This design comes from an exercise in tuning for small area on the open sky130 flow, not from production work. Where RTL was checked, it was by simulation tests only, not by an equivalence proof against the original. Power is estimated from default activity; no workload was simulated.

Setup of the baseline:
==> flow/design.v <==
module pipeline(
    input clk,
    input rst,
    input [22:0] a,
    input [7:0] p,
    input [22:0] b,
    input [7:0] q,
    input m,
    output reg [7:0] final_exponent,
    output reg [22:0] normal_mantissa_sum
);
    genvar i;
    wire [22:0] orp;
    assign orp[0] = 1'b0;
    generate
        for (i = 1; i < 23; i = i + 1) begin : g_orp
            assign orp[i] = orp[i-1] | b[i-1];
        end
    endgenerate
    wire [22:0] bn = b ^ ({23{m}} & orp);
    wire [7:0] eh = ~(p ^ q);
    wire [7:0] eg = p & ~q;
    wire [8:0] c0;
    assign c0[0] = 1'b0;
    generate
        for (i = 0; i < 8; i = i + 1) begin : g_exc
            assign c0[i+1] = eg[i] | (eh[i] & c0[i]);
        end
    endgenerate
    wire       g  = c0[8];                        
    wire [7:0] t0 = eh ^ c0[7:0];
    wire [7:0] ta;                                
    assign ta[0] = 1'b1;
    generate
        for (i = 1; i < 8; i = i + 1) begin : g_inc
            assign ta[i] = ta[i-1] & t0[i-1];
        end
    endgenerate
    wire [7:0] d  = ~(t0 ^ ({8{g}} & ~ta));       
    wire       dz = |d[7:5];                      
    wire [4:0] ds = {d[4:3] | {2{dz}}, d[2:0]};   
    wire [7:0] e  = g ? p : q;
    reg [7:0]  e0;
    reg [22:0] a0;
    reg [22:0] b0;
    reg        g0, g0n;
    reg [4:0]  d0, d0n;
    always @(posedge clk) begin
        e0  <= e;
        a0  <= a;
        b0  <= bn;
        g0  <= g;
        g0n <= ~g;
        d0  <= ds;
        d0n <= ~ds;
    end
    wire [22:0] m1d = ~((a0 | {23{g0n}}) & (b0 | {23{g0}}));
    wire [23:0] v0  = {1'b0, ~((b0 | {23{g0n}}) & (a0 | {23{g0}}))};
    wire [23:0] v1 = {~(v0[23] | d0[0]),
                      ~((v0[22:0] | {23{d0[0]}}) & (v0[23:1] | {23{d0n[0]}}))};
    wire [23:0] v2 = {~(v1[23:22] & {2{d0n[1]}}),
                      ~((v1[21:0] | {22{d0[1]}}) & (v1[23:2] | {22{d0n[1]}}))};
    wire [23:0] v4 = {~(v2[23:20] | {4{d0[2]}}),
                      ~((v2[19:0] | {20{d0[2]}}) & (v2[23:4] | {20{d0n[2]}}))};
    wire [23:0] v8 = {~(v4[23:16] & {8{d0n[3]}}),
                      ~((v4[15:0] | {16{d0[3]}}) & (v4[23:8] | {16{d0n[3]}}))};
    wire [23:0] sh = {~(v8[23:8] | {16{d0[4]}}),
                      ~((v8[7:0] | {8{d0[4]}}) & (v8[23:16] | {8{d0n[4]}}))};
    reg [7:0]  e1;
    reg [22:0] m1n;
    reg [23:0] s1;
    always @(posedge clk) begin
        e1  <= e0;
        m1n <= m1d;
        s1  <= sh;
    end
    reg r1, r2, r3, r4;
    always @(posedge clk) begin
        r1 <= rst;
        r2 <= r1;
        r3 <= r2;
        r4 <= r3;
    end
    wire [23:0] tsum;
    wire tco;
    bk_add24 add(.x({1'b0, m1n}), .y(s1 ^ {24{~m}}), .ci(~m), .s(tsum), .co(tco));
    wire [23:0] sum = ~tsum;
    wire co_m = ~(m ^ tco);                       
    wire c2n = (rst | r1) ? 1'b0 : (r2 ? ~m : co_m);
    reg        c2;
    reg [23:0] r2v;
    reg [7:0]  e2;
    always @(posedge clk) begin
        c2  <= c2n;
        r2v <= sum;
        e2  <= e1;
    end
    wire z16 = ~|r2v[23:8];
    wire k16 = ~c2 & z16;
    wire [23:0] t16 = k16 ? {r2v[7:0], 16'd0} : r2v;
    wire z8 = ~|t16[23:16];
    wire k8 = ~c2 & z8;
    wire [23:0] t8 = k8 ? {t16[15:0], 8'd0} : t16;
    wire z4 = ~|t8[23:20];
    wire k4 = ~c2 & z4;
    wire [23:0] t4 = k4 ? {t8[19:0], 4'd0} : t8;
    wire z2 = ~|t4[23:22];
    wire k2 = ~c2 & z2;
    wire [23:0] t2 = k2 ? {t4[21:0], 2'd0} : t4;
    wire k1 = c2 | ~t2[23];
    wire [22:0] t1 = k1 ? {t2[21:0], 1'b0} : t2[22:0];
    wire zz = k16 & k8;                           
    wire [4:0] n = {k16, k8, k4 & ~zz, k2 & ~zz, k1 & ~zz};
    wire z2r = r1 | r2 | r3;
    reg [7:0]  e3n;                               
    reg [4:0]  n3;
    reg [22:0] m3n;                               
    always @(posedge clk) begin
        e3n <= z2r ? 8'hff : ~e2;
        n3  <= (z2r & ~c2) ? 5'd24 : n;
        m3n <= ~t1;
    end
    wire [7:0] fy = {3'd0, n3} ^ {8{c2}};
    wire [8:0] fc;
    assign fc[0] = c2;
    generate
        for (i = 0; i < 8; i = i + 1) begin : g_fe
            assign fc[i+1] = (e3n[i] & fy[i]) | ((e3n[i] ^ fy[i]) & fc[i]);
        end
    endgenerate
    wire [7:0] fen = e3n ^ fy ^ fc[7:0];           
    always @(posedge clk) begin
        final_exponent <= ~(fen | {8{rst | r1}});
        normal_mantissa_sum <= ~(m3n | {23{rst | r1 | r2 | r3 | r4}});
    end
endmodule
module bk_add24(input [23:0] x, input [23:0] y, input ci, output [23:0] s, output co);
    wire [23:0] hp = x ^ y;
    wire [23:0] hg = x & y;
    wire g_1 = hg[0] | (hp[0] & ci);
    wire g_2 = hg[2] | (hp[2] & hg[1]);
    wire p_2 = hp[2] & hp[1];
    wire g_3 = hg[4] | (hp[4] & hg[3]);
    wire p_3 = hp[4] & hp[3];
    wire g_4 = hg[6] | (hp[6] & hg[5]);
    wire p_4 = hp[6] & hp[5];
    wire g_5 = hg[8] | (hp[8] & hg[7]);
    wire p_5 = hp[8] & hp[7];
    wire g_6 = hg[10] | (hp[10] & hg[9]);
    wire p_6 = hp[10] & hp[9];
    wire g_7 = hg[12] | (hp[12] & hg[11]);
    wire p_7 = hp[12] & hp[11];
    wire g_8 = hg[14] | (hp[14] & hg[13]);
    wire p_8 = hp[14] & hp[13];
    wire g_9 = hg[16] | (hp[16] & hg[15]);
    wire p_9 = hp[16] & hp[15];
    wire g_10 = hg[18] | (hp[18] & hg[17]);
    wire p_10 = hp[18] & hp[17];
    wire g_11 = hg[20] | (hp[20] & hg[19]);
    wire p_11 = hp[20] & hp[19];
    wire g_12 = hg[22] | (hp[22] & hg[21]);
    wire p_12 = hp[22] & hp[21];
    wire g_13 = g_2 | (p_2 & g_1);
    wire g_14 = g_4 | (p_4 & g_3);
    wire p_14 = p_4 & p_3;
    wire g_15 = g_6 | (p_6 & g_5);
    wire p_15 = p_6 & p_5;
    wire g_16 = g_8 | (p_8 & g_7);
    wire p_16 = p_8 & p_7;
    wire g_17 = g_10 | (p_10 & g_9);
    wire p_17 = p_10 & p_9;
    wire g_18 = g_12 | (p_12 & g_11);
    wire p_18 = p_12 & p_11;
    wire g_19 = g_14 | (p_14 & g_13);
    wire g_20 = g_16 | (p_16 & g_15);
    wire p_20 = p_16 & p_15;
    wire g_21 = g_18 | (p_18 & g_17);
    wire p_21 = p_18 & p_17;
    wire g_22 = g_20 | (p_20 & g_19);
    wire g_23 = g_21 | (p_21 & g_22);
    wire g_24 = g_15 | (p_15 & g_19);
    wire g_25 = g_17 | (p_17 & g_22);
    wire g_26 = g_3 | (p_3 & g_13);
    wire g_27 = g_5 | (p_5 & g_19);
    wire g_28 = g_7 | (p_7 & g_24);
    wire g_29 = g_9 | (p_9 & g_22);
    wire g_30 = g_11 | (p_11 & g_25);
    wire g_31 = hg[1] | (hp[1] & g_1);
    wire g_32 = hg[3] | (hp[3] & g_13);
    wire g_33 = hg[5] | (hp[5] & g_26);
    wire g_34 = hg[7] | (hp[7] & g_19);
    wire g_35 = hg[9] | (hp[9] & g_27);
    wire g_36 = hg[11] | (hp[11] & g_24);
    wire g_37 = hg[13] | (hp[13] & g_28);
    wire g_38 = hg[15] | (hp[15] & g_22);
    wire g_39 = hg[17] | (hp[17] & g_29);
    wire g_40 = hg[19] | (hp[19] & g_25);
    wire g_41 = hg[21] | (hp[21] & g_30);
    wire g_42 = hg[23] | (hp[23] & g_23);
    assign s[0] = hp[0] ^ ci;
    assign s[1] = hp[1] ^ g_1;
    assign s[2] = hp[2] ^ g_31;
    assign s[3] = hp[3] ^ g_13;
    assign s[4] = hp[4] ^ g_32;
    assign s[5] = hp[5] ^ g_26;
    assign s[6] = hp[6] ^ g_33;
    assign s[7] = hp[7] ^ g_19;
    assign s[8] = hp[8] ^ g_34;
    assign s[9] = hp[9] ^ g_27;
    assign s[10] = hp[10] ^ g_35;
    assign s[11] = hp[11] ^ g_24;
    assign s[12] = hp[12] ^ g_36;
    assign s[13] = hp[13] ^ g_28;
    assign s[14] = hp[14] ^ g_37;
    assign s[15] = hp[15] ^ g_22;
    assign s[16] = hp[16] ^ g_38;
    assign s[17] = hp[17] ^ g_29;
    assign s[18] = hp[18] ^ g_39;
    assign s[19] = hp[19] ^ g_25;
    assign s[20] = hp[20] ^ g_40;
    assign s[21] = hp[21] ^ g_30;
    assign s[22] = hp[22] ^ g_41;
    assign s[23] = hp[23] ^ g_23;
    assign co = g_42;
endmodule
==> flow/config.mk <==
export PLATFORM = sky130hd
export DESIGN_NAME = pipeline
export DESIGN_NICKNAME = pipeline
export VERILOG_FILES = /design/flow/design.v
export SDC_FILE = /design/flow/constraint.sdc
export NUM_CORES = 4
export LEC_CHECK = 0
export CAP_MARGIN = 20
export CORE_MARGIN = 2
export CORE_UTILIZATION = 40
export GPL_TIMING_DRIVEN = 0
export SLEW_MARGIN = 20
==> flow/constraint.sdc <==
create_clock -name core_clock -period 4.0 [get_ports {clk}]
set_input_delay 0.8000 -clock core_clock [delete_from_list [all_inputs] [get_ports {clk}]]
set_output_delay 0.8000 -clock core_clock [all_outputs]
set_load 0.01 [all_outputs]
standard.sh (not shown) runs the stock make flow with config.mk's settings and CLKGATE_MAP_FILE= SYNTH_SCRIPT=/design/flow/synth_recipe.tcl, a recipe that flattens the netlist after the stock synthesis.
==> flow/flow/run.sh <==
#!/bin/bash
set -euo pipefail
bash standard.sh \
  "BUFFER_PORTS_ARGS=-buffer_cell sky130_fd_sc_hd__buf_1" \
  "CTS_ARGS=-sink_clustering_enable -repair_clock_nets -sink_clustering_size 35 -sink_clustering_max_diameter 90 -buf_list sky130_fd_sc_hd__clkbuf_16 -dont_use_dummy_load" \
  finish > standard_flow.log 2>&1
The baseline ended with every stage complete and zero timing, DRC or antenna violations.
Input-level comparison between the candidate and the baseline:
--- a/flow/design.v
+++ b/flow/design.v
@@ -17,64 +17,50 @@
             assign orp[i] = orp[i-1] | b[i-1];
         end
     endgenerate
     wire [22:0] bn = b ^ ({23{m}} & orp);
     wire [7:0] eh = ~(p ^ q);
     wire [7:0] eg = p & ~q;
-    wire [8:0] c0;
+    wire [8:0] c0, c1;
     assign c0[0] = 1'b0;
+    assign c1[0] = 1'b1;
     generate
         for (i = 0; i < 8; i = i + 1) begin : g_exc
             assign c0[i+1] = eg[i] | (eh[i] & c0[i]);
+            assign c1[i+1] = eg[i] | (eh[i] & c1[i]);
         end
     endgenerate
     wire       g  = c0[8];                        
-    wire [7:0] t0 = eh ^ c0[7:0];
-    wire [7:0] ta;                                
-    assign ta[0] = 1'b1;
-    generate
-        for (i = 1; i < 8; i = i + 1) begin : g_inc
-            assign ta[i] = ta[i-1] & t0[i-1];
-        end
-    endgenerate
-    wire [7:0] d  = ~(t0 ^ ({8{g}} & ~ta));       
+    wire [7:0] d  = g ? (eh ^ c1[7:0]) : ~(eh ^ c0[7:0]);    
     wire       dz = |d[7:5];                      
     wire [4:0] ds = {d[4:3] | {2{dz}}, d[2:0]};   
     wire [7:0] e  = g ? p : q;
+    wire [22:0] mx = g ? a : bn;
+    wire [22:0] mn = g ? bn : a;
     reg [7:0]  e0;
-    reg [22:0] a0;
-    reg [22:0] b0;
-    reg        g0, g0n;
-    reg [4:0]  d0, d0n;
+    reg [22:0] m0n;
+    reg [22:0] n0n;
+    reg [4:0]  d0;
     always @(posedge clk) begin
         e0  <= e;
-        a0  <= a;
-        b0  <= bn;
-        g0  <= g;
-        g0n <= ~g;
+        m0n <= ~mx;
+        n0n <= ~mn;
         d0  <= ds;
-        d0n <= ~ds;
-    end
-    wire [22:0] m1d = ~((a0 | {23{g0n}}) & (b0 | {23{g0}}));
-    wire [23:0] v0  = {1'b0, ~((b0 | {23{g0n}}) & (a0 | {23{g0}}))};
-    wire [23:0] v1 = {~(v0[23] | d0[0]),
-                      ~((v0[22:0] | {23{d0[0]}}) & (v0[23:1] | {23{d0n[0]}}))};
-    wire [23:0] v2 = {~(v1[23:22] & {2{d0n[1]}}),
-                      ~((v1[21:0] | {22{d0[1]}}) & (v1[23:2] | {22{d0n[1]}}))};
-    wire [23:0] v4 = {~(v2[23:20] | {4{d0[2]}}),
-                      ~((v2[19:0] | {20{d0[2]}}) & (v2[23:4] | {20{d0n[2]}}))};
-    wire [23:0] v8 = {~(v4[23:16] & {8{d0n[3]}}),
-                      ~((v4[15:0] | {16{d0[3]}}) & (v4[23:8] | {16{d0n[3]}}))};
-    wire [23:0] sh = {~(v8[23:8] | {16{d0[4]}}),
-                      ~((v8[7:0] | {8{d0[4]}}) & (v8[23:16] | {8{d0n[4]}}))};
+    end
+    wire [23:0] a0 = {1'b1, ~n0n};
+    wire [23:0] a1 = d0[0] ? {1'b0, a0[23:1]}  : a0;
+    wire [23:0] a2 = d0[1] ? {2'b0, a1[23:2]}  : a1;
+    wire [23:0] a4 = d0[2] ? {4'b0, a2[23:4]}  : a2;
+    wire [23:0] a8 = d0[3] ? {8'b0, a4[23:8]}  : a4;
+    wire [23:0] sh = d0[4] ? {16'b0, a8[23:16]} : a8;
     reg [7:0]  e1;
     reg [22:0] m1n;
     reg [23:0] s1;
     always @(posedge clk) begin
         e1  <= e0;
-        m1n <= m1d;
+        m1n <= m0n;
         s1  <= sh;
     end
     reg r1, r2, r3, r4;
     always @(posedge clk) begin
         r1 <= rst;
         r2 <= r1;
==> comparison <==
The candidate ends up with higher post-route cell area than the baseline does. The worst setup path endpoint comes out m0n[9] in one run and e0[6] in the other, namely in the candidate and the baseline respectively. Of the candidate and the baseline, it is the candidate that has the higher non-clock buffering overhead in the final layout. In the route summary, the candidate ends up with a via count below that of the baseline. The final layout from the candidate, which completed every stage, passed the timing, DRC and antenna checks at the end of the flow. Combinational fraction of design power ends up higher on the baseline. The candidate vs the baseline, xor/xnor cell area share of the yosys netlist went down by 0.47 points. Between the baseline and the candidate, the difference in effective utilization at floorplan is negligible.
Only the layout flow was run in the candidate; the RTL was not checked for function there.

separate check: timing with driven ports:
The flow's constraints put no driver on any port. The routed layouts listed below were extracted and timed again, unchanged, in two steps. Step 1, drivers: a clkbuf_16 drives clk and a buf_2 each remaining input, both assumed. Step 2 times the ports against the registers' clock, not the clock port: input delays grow and output delays shrink by t, the midpoint of the rising clock arrivals with the driver on. a / b / c = ideal ports / drivers / drivers and shift; a / b = the first two.
run | t (ns) | setup slack, ns | pins driven straight from the clock port
the baseline | 0.508 | 0.183 / 0.204 / -0.304 | 1
the candidate | 0.503 | 0.134 / 0.155 / -0.348 | 1
With both steps, setup timing fails in the baseline and the candidate, where it was met with ideal ports. The setup slack of the baseline, which loses most, moves by +0.021 ns with the drivers and by -0.487 ns with both steps.
